This design comes from an exercise in tuning for small area and a short achievable clock period on the open sky130 flow, not from production work.
The RTL was checked by simulation tests, not by an equivalence proof against the original design.

## flow/design.v (module list and top-level ports; edited modules follow where they fit)
// module ALU: 37 lines
// module MUL32LO: 2080 lines
// module ENC: 5 lines
// module BSEL: 3 lines
// module XOR2: 3 lines
// module AND2: 3 lines
// module XOR3: 3 lines
// module MAJ: 3 lines
// module AO21: 3 lines
// module HA: 4 lines
// module ALUControl: 34 lines
// module Control: 52 lines
// module RegisterFile: 16 lines
// module RFBIT: 15 lines
// module AOI222: 3 lines
// module CPU: 284 lines
// module MUX2: 3 lines
// module A21O: 3 lines
module CPU(
	input  reset                        ,
	input  clk                          ,
	output [31:0] imem_addr             ,
	input  [31:0] imem_data             ,
	output        dmem_re               ,
	output        dmem_we               ,
	output [31:0] dmem_addr             ,
	output [31:0] dmem_wdata            ,
	input  [31:0] dmem_rdata
);
  // ...
==> flow/flow/run.sh <==
#!/bin/bash
# The standard layout (the standard.sh, with the standard synthesis), with
# two changes to how the layout is optimised; the clock period and the
# constraints are the design's:
# - a larger setup margin for the resizer's timing repair, so that it keeps
#   improving the critical paths beyond what the clock period requires;
# - the port buffers (every input and output still gets one) are buf_4
#   instead of the default clkdlybuf4s50_1 delay cell.
set -euo pipefail
export SETUP_SLACK_MARGIN=8
export BUFFER_PORTS_ARGS="-inputs -outputs -buffer_cell sky130_fd_sc_hd__buf_4"
bash standard.sh > standard_flow.log 2>&1
==> flow/standard.sh <==
#!/bin/bash
# synth_recipe.tcl (not shown) runs the flow's synth.tcl, then flattens the netlist and writes it again
# the make line also repeats each setting of config.mk as NAME=value (left out here)
make -C /OpenROAD-flow-scripts/flow DESIGN_CONFIG=/design/flow/config.mk WORK_HOME=/design/flow/orfs CLKGATE_MAP_FILE= SYNTH_SCRIPT=/design/flow/synth_recipe.tcl "${@:-finish}"
==> flow/config.mk <==
export PLATFORM = sky130hd
export DESIGN_NAME = CPU
export DESIGN_NICKNAME = CPU
export VERILOG_FILES = /design/flow/design.v
export SDC_FILE = /design/flow/constraint.sdc
export NUM_CORES = 4
export LEC_CHECK = 0
export CAP_MARGIN = 0
export CORE_MARGIN = 2
export CORE_UTILIZATION = 50
export CTS_BUF_LIST = sky130_fd_sc_hd__clkbuf_8
export CTS_CLUSTER_DIAMETER = 50
export CTS_CLUSTER_SIZE = 14
export PLACE_DENSITY = 0.6
export SLEW_MARGIN = 0
export SYNTH_HIERARCHICAL = 1
export SYNTH_MINIMUM_KEEP_SIZE = 0
==> flow/constraint.sdc <==
create_clock -name core_clock -period 13.0 [get_ports {clk}]
set_input_delay 2.6000 -clock core_clock [delete_from_list [all_inputs] [get_ports {clk}]]
set_output_delay 2.6000 -clock core_clock [all_outputs]
set_load 0.01 [all_outputs]
==> summary.txt, run 1 <==
* Part of the cycle the worst path needs at between 40% and 50%
* GR Util met2 at between 50% and 60%
* Top-area cell type share of the netlist area at between 30% and 40%
* Fin util at approximately 58%
* Largest class: multi-input combinational cells
* CP endpoint: IDEX_in1[31]
* Most flops, register: RF_data
* Inverters at ~120
* Worst Hold Endpoint: EXMEM_MemRead
* Final #Nets at 7835
* Min-delay src: IDEX_MemRead
* Final min period at roughly 5200 ps
* Gates resized, CTS repair at ~280
* Vias per cell at between 7 and 8
* M1 wire length at 134600 um
* Max-cap viol count at 0
* WL met2 at 155300 um
* Crit path max fanout at 6
* Most frequent cell after synthesis: edfxtp_1
* Multi-input gate share of total cell area at a little under half
* Drt total wl at 362000 um
* Post-Syn Instances at between 6k and 7k
* Slew headroom at between 7 and 8%
* Status: complete, no violations
* Initial antenna violation count at 19
* Post-CTS Hold Buffers at 0
* Post-synth top cells: 992 x edfxtp_1, 643 x a222oi_1, 429 x xor2_1, 372 x nor2_1, 371 x dfxtp_1
* Final Setup Violations at 0
==> module ALU, before the edit <==
module ALU(
	input [32 -1:0] in1      ,
	input [32 -1:0] in2      ,
	input [11 -1:0] ALUSel   ,
	input Sign               ,
	output [32 -1:0] rest     ,
	output [32 -1:0] prod
);
	wire sub = ALUSel[1] | ALUSel[2];
	wire [32:0] sum = {1'b0, in1} + {1'b0, in2 ^ {32{sub}}} + {32'd0, sub};
	wire lt_u = ~sum[32];
	wire lt_s = (in1[31] ^ in2[31]) ? in1[31] : sum[31];
	wire lt = Sign ? lt_s : lt_u;
	wire left = ALUSel[7];
	reg [31:0] in2_r;
	reg [31:0] sh_r;
	integer k;
	always @(*)
		for (k = 0; k < 32; k = k + 1)
			in2_r[k] = in2[31 - k];
	wire [31:0] sh_in = left ? in2_r : in2;
	wire fill = ALUSel[9] & in2[31];
	wire [63:0] sh_ext = {{32{fill}}, sh_in};
	wire [31:0] sh = sh_ext >> in1[4:0];
	always @(*)
		for (k = 0; k < 32; k = k + 1)
			sh_r[k] = sh[31 - k];
	wire [31:0] shout = left ? sh_r : sh;
	MUL32LO mul1(.a(in1), .b(in2), .p(prod));
	assign rest = ({32{ALUSel[0] | ALUSel[1]}} & sum[31:0])
	                 | {31'd0, ALUSel[2] & lt}
	                 | ({32{ALUSel[3]}} & (in1 & in2))
	                 | ({32{ALUSel[4]}} & (in1 | in2))
	                 | ({32{ALUSel[5]}} & ~(in1 | in2))
	                 | ({32{ALUSel[6]}} & (in1 ^ in2))
	                 | ({32{ALUSel[7] | ALUSel[8] | ALUSel[9]}} & shout);
endmodule
==> module CPU, before the edit <==
module CPU(
	input  reset                        ,
	input  clk                          ,
	output [31:0] imem_addr             ,
	input  [31:0] imem_data             ,
	output        dmem_re               ,
	output        dmem_we               ,
	output [31:0] dmem_addr             ,
	output [31:0] dmem_wdata            ,
	input  [31:0] dmem_rdata
);
	integer i;
	reg  [31:0] PC;
	wire [31:0] PC_next;
	wire [31:0] Instruction = imem_data;
	assign imem_addr = PC;
	wire [1:0] PCSrc, RegDst, MemtoReg;
	wire [2:0] Branch;
	wire [3:0] ALUOp;
	wire RegWrite, MemRead, MemWrite, ALUSrc1, ALUSrc2, ExtOp, LuOp;
	Control control1(
		.OpCode   (Instruction[31:26]),
		.Funct    (Instruction[5:0]  ),
		.PCSrc    (PCSrc             ),
		.Branch   (Branch            ),
		.RegWrite (RegWrite          ),
		.RegDst   (RegDst            ),
		.MemRead  (MemRead           ),
		.MemWrite (MemWrite          ),
		.MemtoReg (MemtoReg          ),
		.ALUSrc1  (ALUSrc1           ),
		.ALUSrc2  (ALUSrc2           ),
		.ExtOp    (ExtOp             ),
		.LuOp     (LuOp              ),
		.ALUOp    (ALUOp             ),
		.nop      (Instruction == 32'b0)
	);
	wire [4:0] I_rs = Instruction[25:21];
	wire [4:0] I_rt = Instruction[20:16];
	wire [4:0] I_wr = (RegDst == 2'b00) ? I_rt :
	                  (RegDst == 2'b01) ? Instruction[15:11] : 5'b11111;
	reg  [1:0] IFID_PCSrc;
	reg  [2:0] IFID_Branch;
	reg        IFID_MemRead, IFID_MemWrite, IFID_RegWrite;
	reg  [1:0] IFID_MemtoReg;
	reg  [4:0] IFID_wr;
	reg  [31:0] IFID_Instruction;
	reg  [31:0] IFID_PC_plus_4;
	reg        IFID_ALUSrc1, IFID_ALUSrc2, IFID_ExtOp, IFID_LuOp;
	reg  [3:0] IFID_ALUOp;
	reg        IFID_fA1, IFID_fB1, IFID_fA2, IFID_fB2;  
	reg  [31:0] IFID_rd1, IFID_rd2;                      
	reg        IDEX_MemRead, IDEX_MemWrite, IDEX_RegWrite;
	reg  [1:0] IDEX_MemtoReg;
	reg  [4:0] IDEX_wr;
	reg [10:0] IDEX_ALUSel;
	reg        IDEX_Sign;
	reg  [31:0] IDEX_in1, IDEX_in2, IDEX_sd;
	reg        IDEX_sfx;
	reg        EXMEM_MemRead, EXMEM_MemWrite, EXMEM_RegWrite;
	reg  [1:0] EXMEM_MemtoReg;
	reg  [4:0] EXMEM_wr;
	reg  [31:0] EXMEM_ALU_out, EXMEM_wdata;
	reg        MEMWB_RegWrite;
	reg  [4:0] MEMWB_wr;
	reg  [31:0] MEMWB_ALU_out, MEMWB_wb;
	reg  [31:0] RF_data [31:1];
	reg  [31:1] RF_valid;
	always @(posedge clk)
		for (i = 1; i < 32; i = i + 1)
			if (MEMWB_RegWrite && MEMWB_wr == i)
				RF_data[i] <= MEMWB_wb;
	always @(posedge reset or posedge clk)
		if (reset)
			RF_valid <= 31'd0;
		else
			for (i = 1; i < 32; i = i + 1)
				if (MEMWB_RegWrite && MEMWB_wr == i)
					RF_valid[i] <= 1'b1;
	reg [31*32-1:0] RF_flat;
	reg [30:0] rsel1, rsel2;
	always @(*)
		for (i = 1; i < 32; i = i + 1) begin
			RF_flat[32 * (i - 1) +: 32] = RF_data[i];
			rsel1[i - 1] = RF_valid[i] && (I_rs == i);
			rsel2[i - 1] = RF_valid[i] && (I_rt == i);
		end
	wire [31:0] rf1, rf2;
	RegisterFile read_port1(.RF_flat(RF_flat), .sel(rsel1), .Read_data(rf1));
	RegisterFile read_port2(.RF_flat(RF_flat), .sel(rsel2), .Read_data(rf2));
	wire wb_now = MEMWB_RegWrite && (MEMWB_wr != 5'd0);
	wire [31:0] rd1 = (wb_now && MEMWB_wr == I_rs) ? MEMWB_wb : rf1;
	wire [31:0] rd2 = (wb_now && MEMWB_wr == I_rt) ? MEMWB_wb : rf2;
	wire [31:0] PC_plus_4 = (IFID_Branch != 3'b000) ? IFID_PC_plus_4 : (PC + 32'd4);
	wire loaduse = IFID_MemRead && (IFID_Instruction[20:16] != 5'd0) &&
	               ((IFID_Instruction[20:16] == I_rs) ||
	                (IFID_Instruction[20:16] == I_rt && ~MemWrite));
	wire rbranch = (Branch != 3'b000) && (IFID_wr != 5'd0) &&
	               ((IFID_wr == I_rs) || (IFID_wr == I_rt));
	wire stall = loaduse || rbranch;
	wire nfB1 = (IDEX_wr != 5'd0) && IDEX_RegWrite && (IDEX_wr == I_rs);
	wire nfA1 = (EXMEM_wr != 5'd0) && EXMEM_RegWrite && (EXMEM_wr == I_rs) &&
	            ((IDEX_wr != I_rs) || ~IDEX_RegWrite);
	wire nfB2 = (IDEX_wr != 5'd0) && IDEX_RegWrite && (IDEX_wr == I_rt);
	wire nfA2 = (EXMEM_wr != 5'd0) && EXMEM_RegWrite && (EXMEM_wr == I_rt) &&
	            ((IDEX_wr != I_rt) || ~IDEX_RegWrite);
	always @(posedge reset or posedge clk)
		if (reset) begin
			PC <= 32'h00400000;
			IFID_PCSrc <= 2'b00;
			IFID_Branch <= 3'b000;
			IFID_MemRead <= 1'b0;
			IFID_MemWrite <= 1'b0;
			IFID_RegWrite <= 1'b0;
			IFID_MemtoReg <= 2'b00;
			IFID_wr <= 5'd0;
		end else begin
			PC <= PC_next;
			if (stall) begin
				IFID_PCSrc <= 2'b00;
				IFID_Branch <= 3'b000;
				IFID_MemRead <= 1'b0;
				IFID_MemWrite <= 1'b0;
				IFID_RegWrite <= 1'b0;
				IFID_MemtoReg <= 2'b00;
				IFID_wr <= 5'd0;
			end else begin
				IFID_PCSrc <= PCSrc;
				IFID_Branch <= Branch;
				IFID_MemRead <= MemRead;
				IFID_MemWrite <= MemWrite;
				IFID_RegWrite <= RegWrite;
				IFID_MemtoReg <= MemtoReg;
				IFID_wr <= I_wr;
			end
		end
	always @(posedge clk) begin
		IFID_Instruction <= Instruction;
		IFID_PC_plus_4 <= PC_plus_4;
		IFID_ALUSrc1 <= ALUSrc1;
		IFID_ALUSrc2 <= ALUSrc2;
		IFID_ExtOp <= ExtOp;
		IFID_LuOp <= LuOp;
		IFID_ALUOp <= ALUOp;
		IFID_fA1 <= nfA1;
		IFID_fB1 <= nfB1;
		IFID_fA2 <= nfA2;
		IFID_fB2 <= nfB2;
		IFID_rd1 <= rd1;
		IFID_rd2 <= rd2;
	end
	wire [31:0] ALU_rest, ALU_prod, ALU_out;
	wire [4:0] rs = IFID_Instruction[25:21];
	wire [4:0] rt = IFID_Instruction[20:16];
	wire [31:0] Databus1_brc = IFID_fA1 ? MEMWB_ALU_out : IFID_fB1 ? EXMEM_ALU_out : IFID_rd1;
	wire [31:0] Databus2_brc = IFID_fA2 ? MEMWB_ALU_out : IFID_fB2 ? EXMEM_ALU_out : IFID_rd2;
	wire Zero = (Databus1_brc == Databus2_brc);
	wire lt_u = (Databus1_brc < Databus2_brc);
	wire lt_s = lt_u ^ Databus1_brc[31] ^ Databus2_brc[31];
	wire taken = (IFID_Branch == 3'b001 && Zero) ||
	             (IFID_Branch == 3'b010 && ~Zero) ||
	             (IFID_Branch == 3'b011 && (Zero || lt_s)) ||
	             (IFID_Branch == 3'b100 && ~Zero && ~lt_u) ||
	             (IFID_Branch == 3'b101 && lt_u);
	wire [15:0] imm = IFID_Instruction[15:0];
	wire [31:0] Branch_dest = IFID_PC_plus_4 + {{14{imm[15]}}, imm, 2'b00};
	wire [31:0] Jump_target = {IFID_PC_plus_4[31:28], IFID_Instruction[25:0], 2'b00};
	wire [31:0] PC_id = (IFID_PCSrc == 2'b00) ? (taken ? Branch_dest : PC_plus_4) :
	                    (IFID_PCSrc == 2'b01) ? Jump_target : IFID_rd1;
	wire seq_id = (IFID_PCSrc == 2'b00) && ~taken;
	wire bj_if = (Branch != 3'b000) || PCSrc == 2'b01 || PCSrc == 2'b10;
	wire bubble = seq_id && bj_if;
	wire [31:0] PC_nb = bubble ? 32'hffeeffff : PC_id;
	genvar q;
	generate
		for (q = 0; q < 32; q = q + 1) begin : pcmux
			MUX2 m(.s(stall), .a0(PC_nb[q]), .a1(PC[q]), .y(PC_next[q]));
		end
	endgenerate
	wire [10:0] ALUSel;
	wire Sign;
	ALUControl alu_control1(
		.ALUOp  (IFID_ALUOp            ),
		.Funct  (IFID_Instruction[5:0] ),
		.ALUSel (ALUSel                ),
		.Sign   (Sign                  )
	);
	wire [31:0] LU_out = IFID_LuOp ? {imm, 16'h0000} :
	                     {IFID_ExtOp ? {16{imm[15]}} : 16'h0000, imm};
	wire n_c1 = ~IFID_ALUSrc1 && EXMEM_MemRead && (EXMEM_wr != 5'd0) && (EXMEM_wr == rs);
	wire n_c2 = ~IFID_ALUSrc1 && EXMEM_RegWrite && (EXMEM_wr != 5'd0) && (EXMEM_wr == rs) &&
	            ((IDEX_wr != rs) || ~IDEX_RegWrite);
	wire n_c3 = ~IFID_ALUSrc1 && IDEX_RegWrite && (IDEX_wr != 5'd0) && (IDEX_wr == rs);
	wire n_d1 = ~IFID_ALUSrc2 && EXMEM_MemRead && (EXMEM_wr != 5'd0) && (EXMEM_wr == rt);
	wire n_d2 = ~IFID_ALUSrc2 && EXMEM_RegWrite && (EXMEM_wr != 5'd0) && (EXMEM_wr == rt) &&
	            ((IDEX_wr != rt) || ~IDEX_RegWrite);
	wire n_d3 = ~IFID_ALUSrc2 && IDEX_RegWrite && (IDEX_wr != 5'd0) && (IDEX_wr == rt);
	wire fx1 = ~n_c1 & ~n_c2 & n_c3;
	wire fx2 = ~n_d1 & ~n_d2 & n_d3;
	wire [31:0] op1 = n_c1 ? dmem_rdata : n_c2 ? EXMEM_ALU_out :
	                  IFID_ALUSrc1 ? {27'h0, IFID_Instruction[10:6]} : Databus1_brc;
	wire [31:0] op2 = n_d1 ? dmem_rdata : n_d2 ? EXMEM_ALU_out :
	                  IFID_ALUSrc2 ? LU_out : Databus2_brc;
	wire link = (IFID_MemtoReg == 2'b10);
	wire sd_ld = IFID_MemWrite && (EXMEM_wr != 5'd0) && (EXMEM_wr == rt);
	wire [31:0] sd = link ? IFID_PC_plus_4 :
	                 sd_ld ? (EXMEM_MemRead ? dmem_rdata : 32'h00000000) :
	                 Databus2_brc;
	wire sfx = IFID_MemWrite && (IDEX_wr != 5'd0) && (IDEX_wr == rt);
	always @(posedge reset or posedge clk)
		if (reset) begin
			IDEX_MemRead <= 1'b0;
			IDEX_MemWrite <= 1'b0;
			IDEX_RegWrite <= 1'b0;
			IDEX_MemtoReg <= 2'b00;
			IDEX_wr <= 5'd0;
		end else begin
			IDEX_MemRead <= IFID_MemRead;
			IDEX_MemWrite <= IFID_MemWrite;
			IDEX_RegWrite <= IFID_RegWrite;
			IDEX_MemtoReg <= IFID_MemtoReg;
			IDEX_wr <= IFID_wr;
		end
	wire mul_ex = IDEX_ALUSel[10];
	wire pfx1 = mul_ex & fx1;
	wire pfx2 = mul_ex & fx2;
	wire [31:0] t1 = fx1 ? ALU_rest : op1;
	wire [31:0] t2 = fx2 ? ALU_rest : op2;
	wire [31:0] in1_next, in2_next;
	genvar g;
	generate
		for (g = 0; g < 32; g = g + 1) begin : tail
			A21O o_out(.a(mul_ex), .b(ALU_prod[g]), .c(ALU_rest[g]), .y(ALU_out[g]));
			A21O o_in1(.a(pfx1),   .b(ALU_prod[g]), .c(t1[g]), .y(in1_next[g]));
			A21O o_in2(.a(pfx2),   .b(ALU_prod[g]), .c(t2[g]), .y(in2_next[g]));
		end
	endgenerate
	always @(posedge clk) begin
		IDEX_ALUSel <= ALUSel;
		IDEX_Sign <= Sign;
		IDEX_in1 <= in1_next;
		IDEX_in2 <= in2_next;
		IDEX_sd <= sd;
		IDEX_sfx <= sfx;
	end
	ALU alu1(
		.in1    (IDEX_in1   ),
		.in2    (IDEX_in2   ),
		.ALUSel (IDEX_ALUSel),
		.Sign   (IDEX_Sign  ),
		.rest   (ALU_rest   ),
		.prod   (ALU_prod   )
	);
	wire [31:0] wb_next = (EXMEM_MemtoReg == 2'b00) ? EXMEM_ALU_out :
	                      (EXMEM_MemtoReg == 2'b01) ? dmem_rdata : EXMEM_wdata;
	always @(posedge reset or posedge clk)
		if (reset) begin
			EXMEM_MemRead <= 1'b0;
			EXMEM_MemWrite <= 1'b0;
			EXMEM_RegWrite <= 1'b0;
			EXMEM_MemtoReg <= 2'b00;
			EXMEM_wr <= 5'd0;
			MEMWB_RegWrite <= 1'b0;
			MEMWB_wr <= 5'd0;
		end else begin
			EXMEM_MemRead <= IDEX_MemRead;
			EXMEM_MemWrite <= IDEX_MemWrite;
			EXMEM_RegWrite <= IDEX_RegWrite;
			EXMEM_MemtoReg <= IDEX_MemtoReg;
			EXMEM_wr <= IDEX_wr;
			MEMWB_RegWrite <= EXMEM_RegWrite;
			MEMWB_wr <= EXMEM_wr;
		end
	always @(posedge clk) begin
		EXMEM_ALU_out <= ALU_out;
		EXMEM_wdata <= IDEX_sfx ? wb_next : IDEX_sd;
		MEMWB_ALU_out <= EXMEM_ALU_out;
		MEMWB_wb <= wb_next;
	end
	assign dmem_re    = EXMEM_MemRead;
	assign dmem_we    = EXMEM_MemWrite;
	assign dmem_addr  = EXMEM_ALU_out;
	assign dmem_wdata = EXMEM_wdata;
endmodule
==> run 2: changes to the inputs <==
--- a/flow/design.v
+++ b/flow/design.v
@@ -1,6 +1,8 @@
 module ALU(
 	input [32 -1:0] in1      ,
 	input [32 -1:0] in2      ,
+	input [32 -1:0] ma       ,
+	input [32 -1:0] mb       ,
 	input [11 -1:0] ALUSel   ,
 	input Sign               ,
 	output [32 -1:0] rest     ,
@@ -26,7 +28,7 @@
 		for (k = 0; k < 32; k = k + 1)
 			sh_r[k] = sh[31 - k];
 	wire [31:0] shout = left ? sh_r : sh;
-	MUL32LO mul1(.a(in1), .b(in2), .p(prod));
+	MUL32LO mul1(.a(ma), .b(mb), .p(prod));
 	assign rest = ({32{ALUSel[0] | ALUSel[1]}} & sum[31:0])
 	                 | {31'd0, ALUSel[2] & lt}
 	                 | ({32{ALUSel[3]}} & (in1 & in2))
@@ -2319,7 +2321,7 @@
 	reg  [4:0] IDEX_wr;
 	reg [10:0] IDEX_ALUSel;
 	reg        IDEX_Sign;
-	reg  [31:0] IDEX_in1, IDEX_in2, IDEX_sd;
+	reg  [31:0] IDEX_in1, IDEX_in2, IDEX_ma, IDEX_mb, IDEX_sd;
 	reg        IDEX_sfx;
 	reg        EXMEM_MemRead, EXMEM_MemWrite, EXMEM_RegWrite;
 	reg  [1:0] EXMEM_MemtoReg;
@@ -2465,6 +2467,7 @@
 	                  IFID_ALUSrc1 ? {27'h0, IFID_Instruction[10:6]} : Databus1_brc;
 	wire [31:0] op2 = n_d1 ? dmem_rdata : n_d2 ? EXMEM_ALU_out :
 	                  IFID_ALUSrc2 ? LU_out : Databus2_brc;
+	wire mul = ALUSel[10];
 	wire link = (IFID_MemtoReg == 2'b10);
 	wire sd_ld = IFID_MemWrite && (EXMEM_wr != 5'd0) && (EXMEM_wr == rt);
 	wire [31:0] sd = link ? IFID_PC_plus_4 :
@@ -2485,18 +2488,21 @@
 			IDEX_MemtoReg <= IFID_MemtoReg;
 			IDEX_wr <= IFID_wr;
 		end
-	wire mul_ex = IDEX_ALUSel[10];
-	wire pfx1 = mul_ex & fx1;
-	wire pfx2 = mul_ex & fx2;
+	wire mfx1 = mul & fx1;
+	wire mfx2 = mul & fx2;
 	wire [31:0] t1 = fx1 ? ALU_rest : op1;
 	wire [31:0] t2 = fx2 ? ALU_rest : op2;
-	wire [31:0] in1_next, in2_next;
+	wire [31:0] u1 = mfx1 ? ALU_rest : mul ? op1 : 32'd0;
+	wire [31:0] u2 = mfx2 ? ALU_rest : mul ? op2 : 32'd0;
+	wire [31:0] in1_next, in2_next, ma_next, mb_next;
 	genvar g;
 	generate
 		for (g = 0; g < 32; g = g + 1) begin : tail
-			A21O o_out(.a(mul_ex), .b(ALU_prod[g]), .c(ALU_rest[g]), .y(ALU_out[g]));
-			A21O o_in1(.a(pfx1),   .b(ALU_prod[g]), .c(t1[g]), .y(in1_next[g]));
-			A21O o_in2(.a(pfx2),   .b(ALU_prod[g]), .c(t2[g]), .y(in2_next[g]));
+			OR2  o_out(.a(ALU_prod[g]), .b(ALU_rest[g]), .y(ALU_out[g]));
+			A21O o_in1(.a(fx1),  .b(ALU_prod[g]), .c(t1[g]), .y(in1_next[g]));
+			A21O o_in2(.a(fx2),  .b(ALU_prod[g]), .c(t2[g]), .y(in2_next[g]));
+			A21O o_ma (.a(mfx1), .b(ALU_prod[g]), .c(u1[g]), .y(ma_next[g]));
+			A21O o_mb (.a(mfx2), .b(ALU_prod[g]), .c(u2[g]), .y(mb_next[g]));
 		end
 	endgenerate
 	always @(posedge clk) begin
@@ -2504,12 +2510,16 @@
 		IDEX_Sign <= Sign;
 		IDEX_in1 <= in1_next;
 		IDEX_in2 <= in2_next;
+		IDEX_ma <= ma_next;
+		IDEX_mb <= mb_next;
 		IDEX_sd <= sd;
 		IDEX_sfx <= sfx;
 	end
 	ALU alu1(
 		.in1    (IDEX_in1   ),
 		.in2    (IDEX_in2   ),
+		.ma     (IDEX_ma    ),
+		.mb     (IDEX_mb    ),
 		.ALUSel (IDEX_ALUSel),
 		.Sign   (IDEX_Sign  ),
 		.rest   (ALU_rest   ),
@@ -2546,6 +2556,9 @@
 	assign dmem_addr  = EXMEM_ALU_out;
 	assign dmem_wdata = EXMEM_wdata;
 endmodule
+module OR2(input a, input b, output y);
+	assign y = a | b;
+endmodule
 module MUX2(input s, input a0, input a1, output y);
 	assign y = s ? a1 : a0;
 endmodule
==> run 2 against run 1 <==
  * Via count increased by 0.60%
  * Clock-buffer cell count increased by 10
  * Largest cell class unchanged
  * Sequential share of layout area grew 0.14 points
==> summary.txt, run 2 <==
* Status: complete, no violations
* Layout area overhead at 15.94%
* Part of the cycle the worst path needs at 39.69% (-0.46 points)
* Synth warnings at 10
* Peak Freq at approximately 190 MHz
* Vias in the first global route at 67.93k
* First-pass GRT wire length at 508800 um
* Most flops, register: RF_data
* DR vias at between 70k and 80k
* # fillers at approximately 14k
* Post-Syn Instances at 7070 (+2.6%)
* DP HPWL at ~240000 um
* Setup crit end kind: flop
* Fin util at 58.43% (about the same)
* Die width at 423.0 um
* Worst min path class: flop to flop
* Worst clock skew at a little under 60 ps
* Die Span Y at 423.0 um
* Drt total wl at 366800 um (+1.3%)
* Final #Nets at 8012 (+2.3%)
* Std-Cell Rows at about 150
* Placed cells at roughly 9.5k
* Setup WS post-layout at approximately 8000 ps
* DR iter-0 viols at between 10k and 15k
* Final min period at 5160 ps (-60.18 ps)
* WP data arrival at between 6000 and 7000 ps
* Vias per cell at 6.996 (-2.3%)
* Post-Syn Area at 0.08779 mm^2
* Req. time, crit path at around 14000 ps
* Clk latency of the worst-skew pair at about 1000 ps
* Max-cap viol count at 0 (unchanged)
* Routability cong. at around 1
* Max-slew violations at 0
* Num CTS Buffers at roughly 160
* CTS tree: built
* Number of routed nets with antenna violations at 0
* IO Pins at roughly 160
* Initial Util at 50.40%
* WHS at 354.7 ps
* Crit path max fanout at 6 (unchanged)
* Clock Pin Slew Worst Setup and Hold Paths at 100 ps
* Setup_tns at 0 ps
* Register Area at around 0.04 mm^2
* Mapped Avg Cell Area at approximately 12 um^2
* Pre-CTS WS at around 7000 ps
* Largest net degree at the start of global routing at between 60 and 70
* Startpoint Class: flop
* Hold Fails Final Rpt at 0
* Most common cell after layout, fill and taps aside: edfxtp_1
* CTS max path bufs at 3
* GRT Total Usage at 39.53%
* Buffers on Ports at about 160
* Commonest non-fill, non-tap cells in the layout: 992 x edfxtp_1, 655 x buf_4, 641 x a222oi_1
* Clock root buffer: clkbuf_8
* Final Setup Violations at 0 (unchanged)
* Initial antenna violation count at 17 (-2)
* Footprint of the multi-input gates at about 0.047 mm^2
* Wire length per cell at approximately 36 um
* Non-Filler Instances at between 10k and 15k
* Clock sink total at approximately 1.5k
* First-pass iteration count of the detailed router at 14
* RSZ-0062 raised after global routing: yes
* DRC errors left at 0
* Global route total overflow at 0
* Crit Path Class: flop to flop
* Slew headroom at 9.703% (+1.9 points)
* Post-route cell area at slightly above 0.1 mm^2
* Core area at 0.1742 mm^2
* Largest register FFs at ~1000
* Htree depth at 4
* Layout cell share with drive strength beyond 1 at 26.88%
* Post-place instance area at 0.09316 mm^2
* Total die area at between 0.15 and 0.2 mm^2
* Slew @ Worst Pin at between 1000 and 1500 ps
[run 2: layout make-up]
cell class | instances | share of cell area, %
multi-input cells | 5193 | 46.55
flip-flops and latches | 1530 | 40.48
repair buffers | 754 | 6.354
well taps | 2325 | 2.858
clock buffers | 169 | 2.285
clock inverters | 111 | 0.9441
inverters | 121 | 0.5015
diodes | 9 | 0.02213
[run 2: final timing paths]
path / cells after the start / startpoint / slack (ps) / to
min: 0 / IDEX_MemRead / 350 / EXMEM_MemRead
min in group asynchronous: 3 / reset / 1900 / EXMEM_MemRead
max in group asynchronous: 4 / reset / 9910 / EXMEM_MemtoReg[1]
max reg2reg: 20 / IDEX_mb[17] / 7840 / EXMEM_ALU_out[31]
max: 20 / IDEX_mb[17] / 7840 / EXMEM_ALU_out[31]
min reg2reg: 0 / IDEX_MemRead / 350 / EXMEM_MemRead
[run 2: per-layer routing]
metal | global-route usage [%] | wire, um | share of wire, %
met4 | 24.93 | 28360 | 7.7
met1 | 49.82 | 134100 | 37
met2 | 62.12 | 165800 | 45
met3 | 8.297 | 38410 | 10
met5 | 0 | 69 | 0.019
[run 2: critical path: stages (launching register included)]
cell and delay, ps:
dfxtp_4 410, buf_4 160, o22ai_4 250, buf_6 160
buf_6 140, a22oi_2 80, xor2_2 220, maj3_2 380
xor3_1 410, buf_4 150, maj3_2 350, maj3_2 320
xor3_1 420, ha_4 280, and2_4 160, and2_4 150
a21o_1 170, a21o_1 150, a21o_1 210, xor2_4 230
or2_1 260
[run 2: repair_timing]
item | in CTS | in global routing
cloned | 2 | 0
hold buffers | 0 | 0
gates resized for setup | 257 | 117
buffers inserted | 294 | 94
setup endpoints to repair | 116 | 111
pin swaps | 151 | 93
==> run 3: changes to the inputs <==
--- a/flow/config.mk
+++ b/flow/config.mk
@@ -15,3 +15,4 @@
 export SLEW_MARGIN = 0
 export SYNTH_HIERARCHICAL = 1
 export SYNTH_MINIMUM_KEEP_SIZE = 0
+export TNS_END_PERCENT = 20
==> run 3 against run 2 <==
  * Via count decreased by 0.38%
  * Sequential cell count did not move
  * First-iteration DRC count shrank 4.0%
  * Die area stayed put
  * Clock-buffer cell count rose by 1
  * Hold slack got worse by 2.2 ps
  * Area after synthesis unchanged
  * Wire length is essentially flat
  * Utilization is 0.77 points lower
  * Non-clock buffer count shrank 94
  * Critical path type unchanged
  * Critical endpoint unchanged
==> summary.txt, run 3 <==
* Std-Cell Rows at 153 (unchanged)
* Clock sink total at 1530 (unchanged)
* Routability cong. at 0.9868 (about the same)
* Vias per cell at 7.027 (+0.44%)
* Worst clock skew at 72.01 ps (+12.75 ps)
* WP data arrival at 6140 ps (+110 ps)
* Slew @ Worst Pin at 1374 ps (+19.40 ps)
* Vias in the first global route at 68.11k (+0.26%)
* Layout cell share with drive strength beyond 1 at 25.19% (-1.7 points)
* Hold Fails Final Rpt at 0 (unchanged)
* Fin util at 57.66% (-0.77 points)
* Most common cell after layout, fill and taps aside: edfxtp_1
* Initial antenna violation count at 23 (+6)
* CTS max path bufs at 3 (unchanged)
* Crit Path Class: flop to flop
* Setup crit end kind: flop
* Number of routed nets with antenna violations at 0 (unchanged)
* Synth warnings at 10 (unchanged)
* Crit path max fanout at 6 (unchanged)
* Layout area overhead at 14.41%
* Post-CTS Hold Buffers at 0 (unchanged)
* DR vias at 71.17k (-0.38%)
* First-pass GRT wire length at 508800 um (about the same)
* Req. time, crit path at 13860 ps (about the same)
* Peak Freq at 189.3 MHz (-2.3%)
* Clk latency of the worst-skew pair at 990 ps (about the same)
* Buffers on Ports at 163 (unchanged)
* Die width at 423.0 um (unchanged)
* IO Pins at 164 (unchanged)
* Most flops, register: RF_data
* Htree depth at 4 (unchanged)
* Initial Util at 50.40% (unchanged)
* Clock root buffer: clkbuf_8
* Part of the cycle the worst path needs at 40.63% (+0.94 points)
* DRC errors left at 0 (unchanged)
* Final min period at 5282 ps (+121.8 ps)
* DR iter-0 viols at 12.42k (-4.0%)
* First-pass iteration count of the detailed router at 27 (+13)
* Total die area at 0.1790 mm^2 (unchanged)
* Post-Syn Area at 0.08779 mm^2 (unchanged)
* Status: complete, no violations
* Post-Syn Instances at 7070 (unchanged)
* Setup_tns at 0 ps (unchanged)
* Slew headroom at 8.410% (-1.3 points)
* Core area at 0.1742 mm^2 (unchanged)
* Startpoint Class: flop
* RSZ-0062 raised after global routing: yes
* Largest register FFs at 992 (unchanged)
* Clock Pin Slew Worst Setup and Hold Paths at 80 ps (-20 ps)
* CTS tree: built
* DP HPWL at 245400 um (+0.21%)
* Max-cap viol count at 0 (unchanged)
* Final Setup Violations at 0 (unchanged)
* Drt total wl at 366600 um (about the same)
* Num CTS Buffers at 157 (+0.64%)
* Commonest non-fill, non-tap cells in the layout: 992 x edfxtp_1, 641 x a222oi_1, 593 x buf_4
* Max-slew violations at 0 (unchanged)
* Wire length per cell at 36.20 um (+0.79%)
* Worst min path class: flop to flop
* Largest net degree at the start of global routing at 67 (+1.5%)
* Die Span Y at 423.0 um (unchanged)
* Mapped Avg Cell Area at 12.42 um^2 (unchanged)
* Global route total overflow at 0 (unchanged)
* Final #Nets at 7919 (-1.2%)
* GRT Total Usage at 39.60% (+0.069 points)
## run 3: through the flow
step / setup WS, ps / area, um^2 / std cells / hold WS, ps
after CTS: 7811 / 99680 / 10075 / 355.2
after global placement: 7167 / 93230 / 9544 / 331.5
after detailed placement: 7120 / 93230 / 9544 / 335.7
after global routing: 7574 / 100400 / 10122 / 361.4
final: 7718 / 100400 / 10128 / 352.5
after floorplan: 7726 / 88240 / 7092 / 331.2
## run 3: per-layer routing
| layer | routed length (um) | track usage [%] | vias up |
|---|---|---|---|
| met5 | 218 | 0 | - |
| met4 | 29050 | 25.50 | 24 |
| met1 | 132500 | 49.41 | 35465 |
| met3 | 41120 | 9.713 | 1087 |
| li1 | - | - | 29779 |
| met2 | 163700 | 61.49 | 4812 |
## run 3: path summary, 6_finish.rpt
kind	from	endpoint	slack, ps	cells past startpoint
worst max register to register	IDEX_mb[19]	EXMEM_ALU_out[31]	7720	20
min in group asynchronous	reset	EXMEM_wr[3]	1880	3
worst max-delay path	IDEX_mb[19]	EXMEM_ALU_out[31]	7720	20
max in group asynchronous	reset	RF_valid[16]	9860	4
worst min register to register	IDEX_MemtoReg[0]	EXMEM_MemtoReg[0]	350	0
worst min-delay path	IDEX_MemtoReg[0]	EXMEM_MemtoReg[0]	350	0
## run 3: final cells by class
class                           instances  area (um^2)
Clock inverter                        118        929.6
Multi-Input combinational cell       5193        46980
Timing Repair Buffer                  660         5542
Sequential cell                      1530        41200
Inverter                              121        506.7
Clock buffer                          170         2340
Tap cell                             2325         2909
Antenna cell                           11        27.53
Fill cell                           14475        73770
## run 3: worst max-delay path, cell delays in order, from the launching register on
cell     delay [ps]
dfxtp_4         370
buf_12          130
xor2_4          190
buf_6           150
a22oi_2         250
xor2_2          200
xor3_1          480
buf_4           150
xor3_1          210
xor3_1          460
maj3_2          340
maj3_2          310
xor3_1          420
ha_4            260
a21o_1          160
a21o_1          150
a21o_1          150
a21o_1          150
a21o_1          170
xor2_2          210
or2_1           260
## run 3: repair_timing
action,4_1_cts,5_1_grt
resized for setup,191,71
hold endpoints to repair,0,0
cloned,1,0
setup buffers,242,42
endpoints found under the setup margin,131,120
pin swaps,97,45

## afterwards: timing with drivers on the ports
The flow's constraints put no driver on any port. The routed layouts listed below were extracted and timed again, unchanged, in two steps. Step 1, drivers: a clkbuf_16 drives clk and a buf_2 each remaining input, both assumed. Step 2 moves the port delays by t, midway between the first and last clock arrival at a register: inputs arrive t later, outputs are due t later. That takes back most of the time a late clock gives input paths. a / b / c = ideal ports / drivers / drivers and shift; a / b = the first two.
| run | t, ns | setup WS [ns] | worst setup path after step 2 | latest minus earliest clock arrival (ns) | worst data-port slew with drivers (ns) |
|---|---|---|---|---|---|
| run 1 | 1.042 | 7.780 / 7.780 / 7.015 | input to register | 0.052 / 0.051 | 0.11 |
| run 2 | 1.031 | 7.840 / 7.840 / 6.901 | input to register | 0.060 / 0.059 | 0.23 |
| run 3 | 1.041 | 7.718 / 7.718 / 7.016 | input to register | 0.078 / 0.078 | 0.23 |
After both steps setup and hold are still met in every run listed. For run 2, which loses most, drivers alone change the setup slack by 0.000 ns; drivers and shift together by -0.939 ns.
